Background: an optimization exercise with open tools, aiming at small area. Do not read the settings as production practice.
In this exercise RTL edits were held to simulation tests only and were not proved equivalent to the original.
No driver is modelled on the clock port, so clocking that relies on it looks cheaper here than on a real chip.
Power figures rest on the tool's default switching activity, not on a simulated workload.

// ethernet_top
module ethernet_top
  (
    input        CLK,
    input        RST_N,
    output       M_CLK,
    input        M_DATA,
    output       M_LRSEL,
    output       ETH_MDC,
    output       ETH_RSTN,
    output       ETH_TXEN,
    output [1:0] ETH_TXD
   );
Size in the first run: ~0.020 sq mm of cells after synthesis.
==> flow/config.mk <==
export PLATFORM = sky130hd
export DESIGN_NAME = ethernet_top
export DESIGN_NICKNAME = ethernet_top
export VERILOG_FILES = /design/flow/design.v
export SDC_FILE = /design/flow/constraint.sdc
export NUM_CORES = 4
export LEC_CHECK = 0
export CAP_MARGIN = 20
export CORE_MARGIN = 2
export CORE_UTILIZATION = 75
export CTS_BUF_LIST = sky130_fd_sc_hd__clkbuf_8
export CTS_CLUSTER_DIAMETER = 60
export CTS_CLUSTER_SIZE = 18
export GPL_ROUTABILITY_DRIVEN = 0
export GPL_TIMING_DRIVEN = 0
export SLEW_MARGIN = 20
export SYNTH_MEMORY_MAX_BITS = 8192
==> flow/constraint.sdc <==
create_clock -name core_clock -period 10.0 [get_ports {CLK}]
set_input_delay 2.0000 -clock core_clock [delete_from_list [all_inputs] [get_ports {CLK}]]
set_output_delay 2.0000 -clock core_clock [all_outputs]
set_load 0.01 [all_outputs]
standard.sh (not shown) runs the stock make flow with config.mk's settings and CLKGATE_MAP_FILE= SYNTH_SCRIPT=/design/flow/synth_recipe.tcl, a recipe that flattens the netlist after the stock synthesis.
==> flow/flow/run.sh <==
#!/bin/bash
# Standard ORFS layout (the standard.sh, standard synthesis unchanged) with these changes:
#  - port buffers are buf_1 cells;
#  - before clock tree synthesis, cells are downsized where slack allows (flow/pre_cts.tcl);
#  - clock tree synthesis without dummy loads, with clkbuf_8 sink clusters.
# The full make output goes to standard.log here; ORFS keeps each step's log under orfs/logs.
set -euo pipefail
export CTS_ARGS="-sink_clustering_enable -repair_clock_nets -dont_use_dummy_load -sink_clustering_size 18 -sink_clustering_max_diameter 60 -buf_list sky130_fd_sc_hd__clkbuf_8"
export BUFFER_PORTS_ARGS="-buffer_cell sky130_fd_sc_hd__buf_1"
export PRE_CTS_TCL="$PWD/flow/pre_cts.tcl"
bash standard.sh > standard.log 2>&1
==> flow/flow/pre_cts.tcl <==
# Before clock tree synthesis: with several ns of setup slack everywhere,
# downsize cells that the mapper sized for speed (power recovery).
estimate_parasitics -placement
repair_timing -recover_power 100 -verbose
Rerun with:
CORE_UTILIZATION = 78   (was 75)
GPL_ROUTABILITY_DRIVEN = not set   (was 0)
GPL_TIMING_DRIVEN = not set   (was 0)
The changed run failed in clock tree synthesis on DPL-0033.
Synthesized area stays the same.
Synthesized cell count stays the same.
Rerun with:
--- a/flow/flow/run.sh
+++ b/flow/flow/run.sh
@@ -6,5 +6,5 @@
 # The full make output goes to standard.log here; ORFS keeps each step's log under orfs/logs.
 set -euo pipefail
-export CTS_ARGS="-sink_clustering_enable -repair_clock_nets -dont_use_dummy_load -sink_clustering_size 18 -sink_clustering_max_diameter 60 -buf_list sky130_fd_sc_hd__clkbuf_8"
+export CTS_ARGS="-sink_clustering_enable -repair_clock_nets -dont_use_dummy_load -sink_clustering_size 22 -sink_clustering_max_diameter 50 -buf_list sky130_fd_sc_hd__clkbuf_8 -sink_clustering_buffer sky130_fd_sc_hd__clkbuf_8 -tree_buf sky130_fd_sc_hd__clkbuf_4 -root_buf sky130_fd_sc_hd__clkbuf_4"
 export BUFFER_PORTS_ARGS="-buffer_cell sky130_fd_sc_hd__buf_1"
 export PRE_CTS_TCL="$PWD/flow/pre_cts.tcl"
CORE_UTILIZATION = 75   (was 78)
After rerunning: This time the run completed with no timing, DRC or antenna violations; area after synthesis stays the same; synthesized cell count stays the same.
Rerun with:
==> flow/run.sh (new file) <==
#!/bin/bash
# synth_recipe.tcl (not shown) runs the flow's synth.tcl, then flattens the netlist and writes it again
# the make line also repeats each setting of config.mk as NAME=value (left out here)
make -C /OpenROAD-flow-scripts/flow DESIGN_CONFIG=/design/flow/config.mk WORK_HOME=/design/flow/orfs CLKGATE_MAP_FILE= SYNTH_SCRIPT=/design/flow/synth_recipe.tcl finish
removed: flow/flow/run.sh
removed: flow/flow/pre_cts.tcl
removed: flow/standard.sh
=> Die area is unchanged. Wire length increases by 4.5%. Utilization came out higher by 1.1 points. Synthesized area is unchanged. Power increases by 3.3%.
Rerun with:
==> flow/flow/run.sh (new file) <==
#!/bin/bash
# Standard ORFS layout (the standard.sh, standard synthesis unchanged) with these changes:
#  - port buffers are buf_1 cells;
#  - before clock tree synthesis, cells are downsized where slack allows (flow/pre_cts.tcl);
#  - clock tree synthesis without dummy loads, with clkbuf_8 sink clusters.
# The full make output goes to standard.log here; ORFS keeps each step's log under orfs/logs.
set -euo pipefail
export CTS_ARGS="-sink_clustering_enable -repair_clock_nets -dont_use_dummy_load -sink_clustering_size 22 -sink_clustering_max_diameter 50 -buf_list sky130_fd_sc_hd__clkbuf_8"
export BUFFER_PORTS_ARGS="-buffer_cell sky130_fd_sc_hd__buf_1"
export PRE_CTS_TCL="$PWD/flow/pre_cts.tcl"
bash standard.sh > standard.log 2>&1
==> flow/flow/pre_cts.tcl (new file) <==
# Before clock tree synthesis: with several ns of setup slack everywhere,
# downsize cells that the mapper sized for speed (power recovery).
estimate_parasitics -placement
repair_timing -recover_power 100 -verbose
==> flow/standard.sh (new file) <==
#!/bin/bash
# synth_recipe.tcl (not shown) runs the flow's synth.tcl, then flattens the netlist and writes it again
# the make line also repeats each setting of config.mk as NAME=value (left out here)
make -C /OpenROAD-flow-scripts/flow DESIGN_CONFIG=/design/flow/config.mk WORK_HOME=/design/flow/orfs CLKGATE_MAP_FILE= SYNTH_SCRIPT=/design/flow/synth_recipe.tcl "${@:-finish}"
removed: flow/run.sh
What happened: The new run passed the timing, DRC and antenna checks; worst hold slack degrades by 0.040 ns; area after synthesis is unchanged; clock power decreases by roughly a tenth; global-route usage shrinks by 1.3 points; maximum frequency climbs by a little under a tenth; setup slack improves by 0.37 ns; total power falls by a few percent; cell count decreases slightly; critical path depth stays the same.
Rerun with:
--- a/flow/flow/run.sh
+++ b/flow/flow/run.sh
@@ -6,5 +6,5 @@
 # The full make output goes to standard.log here; ORFS keeps each step's log under orfs/logs.
 set -euo pipefail
-export CTS_ARGS="-sink_clustering_enable -repair_clock_nets -dont_use_dummy_load -sink_clustering_size 22 -sink_clustering_max_diameter 50 -buf_list sky130_fd_sc_hd__clkbuf_8"
+export CTS_ARGS="-sink_clustering_enable -repair_clock_nets -dont_use_dummy_load -sink_clustering_size 18 -sink_clustering_max_diameter 60 -buf_list sky130_fd_sc_hd__clkbuf_8"
 export BUFFER_PORTS_ARGS="-buffer_cell sky130_fd_sc_hd__buf_1"
 export PRE_CTS_TCL="$PWD/flow/pre_cts.tcl"
CORE_UTILIZATION = 82   (was 75)
The new run stopped in detailed placement with DPL-0033; synthesized area does not change; synthesized cell count does not change.

========
Setup of zinc:
Another version of the RTL of ethernet_top (not shown whole).
Size: ~870 flip-flops, about 10 I/O pins.
==> flow/config.mk <==
export PLATFORM = sky130hd
export DESIGN_NAME = ethernet_top
export DESIGN_NICKNAME = ethernet_top
export VERILOG_FILES = /design/flow/design.v
export SDC_FILE = /design/flow/constraint.sdc
export NUM_CORES = 4
export LEC_CHECK = 0
export CAP_MARGIN = 20
export CORE_MARGIN = 2
export CORE_UTILIZATION = 75
export CTS_BUF_LIST = sky130_fd_sc_hd__clkbuf_8
export CTS_CLUSTER_DIAMETER = 60
export CTS_CLUSTER_SIZE = 18
export SLEW_MARGIN = 20
export SYNTH_MEMORY_MAX_BITS = 8192
==> flow/constraint.sdc <==
create_clock -name core_clock -period 10.0 [get_ports {CLK}]
set_input_delay 2.0000 -clock core_clock [delete_from_list [all_inputs] [get_ports {CLK}]]
set_output_delay 2.0000 -clock core_clock [all_outputs]
set_load 0.01 [all_outputs]
==> flow/flow/run.sh <==
#!/bin/bash
# Standard ORFS layout (the standard.sh, standard synthesis unchanged) with two changes:
#  - clock tree synthesis without dummy loads, with clkbuf_8 sink clusters;
#  - port buffers are buf_1 cells.
# The full make output goes to standard.log here; ORFS keeps each step's log under orfs/logs.
set -euo pipefail
export CTS_ARGS="-sink_clustering_enable -repair_clock_nets -dont_use_dummy_load -sink_clustering_size 18 -sink_clustering_max_diameter 60 -buf_list sky130_fd_sc_hd__clkbuf_8"
export BUFFER_PORTS_ARGS="-buffer_cell sky130_fd_sc_hd__buf_1"
bash standard.sh > standard.log 2>&1
What willow does differently from zinc at the input level:
Settings: CTS_CLUSTER_DIAMETER now 80, was 60; CTS_CLUSTER_SIZE now 36, was 18; CTS_BUF_LIST now sky130_fd_sc_hd__clkbuf_16, was sky130_fd_sc_hd__clkbuf_8.
==> flow/run.sh (new file) <==
#!/bin/bash
# synth_recipe.tcl (not shown) runs the flow's synth.tcl, then flattens the netlist and writes it again
# the make line also repeats each setting of config.mk as NAME=value (left out here)
make -C /OpenROAD-flow-scripts/flow DESIGN_CONFIG=/design/flow/config.mk WORK_HOME=/design/flow/orfs CLKGATE_MAP_FILE= SYNTH_SCRIPT=/design/flow/synth_recipe.tcl finish
removed: flow/flow/run.sh
removed: flow/standard.sh
Notes after the runs:
- Comparing willow with zinc, the utilization after layout came out essentially unchanged.
- Comparing zinc and willow, via count is higher on zinc.
- Wire length on met2 in willow is about 9% above zinc.
- The relative slew slack of willow falls short of that of zinc by 4.8 points.
- Per the comparison of willow with zinc, final cell area excluding filler cells barely changed, total half-perimeter wirelength after legalization and detailed placement dropped 0.45%.
- [willow] H-tree depth reported by CTS fell 1 relative to zinc
- First-iteration DRC count ended up 141 higher on willow than on zinc.
- | layout-stage area growth over the synthesis result | lower: zinc |
- Against zinc, willow comes in about 2% lower on net count reported at finish.
Setup changes, willow to maple
Settings: changing CTS_BUF_LIST from sky130_fd_sc_hd__clkbuf_16 to sky130_fd_sc_hd__clkbuf_8; changing CTS_CLUSTER_SIZE from 36 to 18; changing CTS_CLUSTER_DIAMETER from 80 to 60.
==> notes.md <==
- The buffer share of cell area of maple and that of willow are within noise of each other.
- Diff willow -> maple | met2 wirelength from detailed routing | decrease of about 15%
- The utilization after layout in maple sits 0.17 points above the value recorded for willow.
- Compared with willow, maple is more frugal on power.
- ~same final critical-path share of the clock period in maple and willow
- Hold slack essentially unchanged between willow and maple.
- Taking willow as the reference, in maple worst slew margin relative to its limit shrank by 8.3 points; global-route usage shrank by 1.7 points; setup slack of the critical path after layout shrank by 0.0097 ns.
- maple: relative area change from synthesis to final layout is 0.22 points higher than what willow reported.
diff inputs: maple => pepper
Settings: setting PLACE_DENSITY to 0.9 for the first time; changing CTS_CLUSTER_SIZE from 18 to 36; changing CORE_UTILIZATION from 75 to 85; changing CTS_BUF_LIST from sky130_fd_sc_hd__clkbuf_8 to sky130_fd_sc_hd__clkbuf_16.
==> comparison <==
- pepper: it failed with a tool error in 3_5_place_dp, so there are no final results.
- From maple to pepper the numbers moved as follows: routability congestion estimate from global placement picked up an extra 0.49%, sum of net half-perimeters after detailed placement picked up an extra 78%.
- pepper vs. maple: floorplan die height shows a reduction of 9.9 um; compound-gate portion of the synthesized area shows no meaningful change.

==> static timing again, ports no longer ideal <==
The flow's constraints put no driver on any port. The routed layouts listed below were extracted and timed again, unchanged, in two steps.
Step 1 assumes that a clkbuf_16 drives the clock port and a buf_2 every other input.
Step 2 moves the port delays by t, midway between the first and last clock arrival at a register: inputs arrive t later, outputs are due t later. That takes back most of the time a late clock gives input paths.
Slacks: ideal / step 1 / step 2; pairs: ideal / step 1.
| run | shift t [ns] | slack for setup (ns) | worst hold slack (ns) | clock arrival spread, ns | cell pins on the clock port's net |
|---|---|---|---|---|---|
| the first run of note 1 | 0.619 | 5.059 / 5.014 / 5.571 | 0.281 / 0.281 / 0.281 | 0.064 / 0.063 | 1 |
| the third run of note 1 | 0.746 | 4.968 / 4.923 / 5.670 | 0.266 / 0.266 / 0.266 | 0.078 / 0.079 | 1 |
| the fourth run of note 1 | 0.647 | 4.739 / 4.697 / 5.344 | 0.323 / 0.323 / 0.323 | 0.035 / 0.035 | 1 |
| the fifth run of note 1 | 0.624 | 5.109 / 5.064 / 5.688 | 0.282 / 0.282 / 0.282 | 0.054 / 0.054 | 1 |
| zinc | 0.623 | 5.085 / 5.041 / 5.320 | 0.293 / 0.293 / 0.293 | 0.078 / 0.077 | 1 |
| willow | 0.620 | 4.667 / 4.619 / 5.018 | 0.327 / 0.327 / 0.327 | 0.055 / 0.056 | 1 |
| maple | 0.650 | 4.658 / 4.612 / 5.072 | 0.325 / 0.325 / 0.325 | 0.031 / 0.030 | 1 |
After both steps every run listed still meets setup and hold.
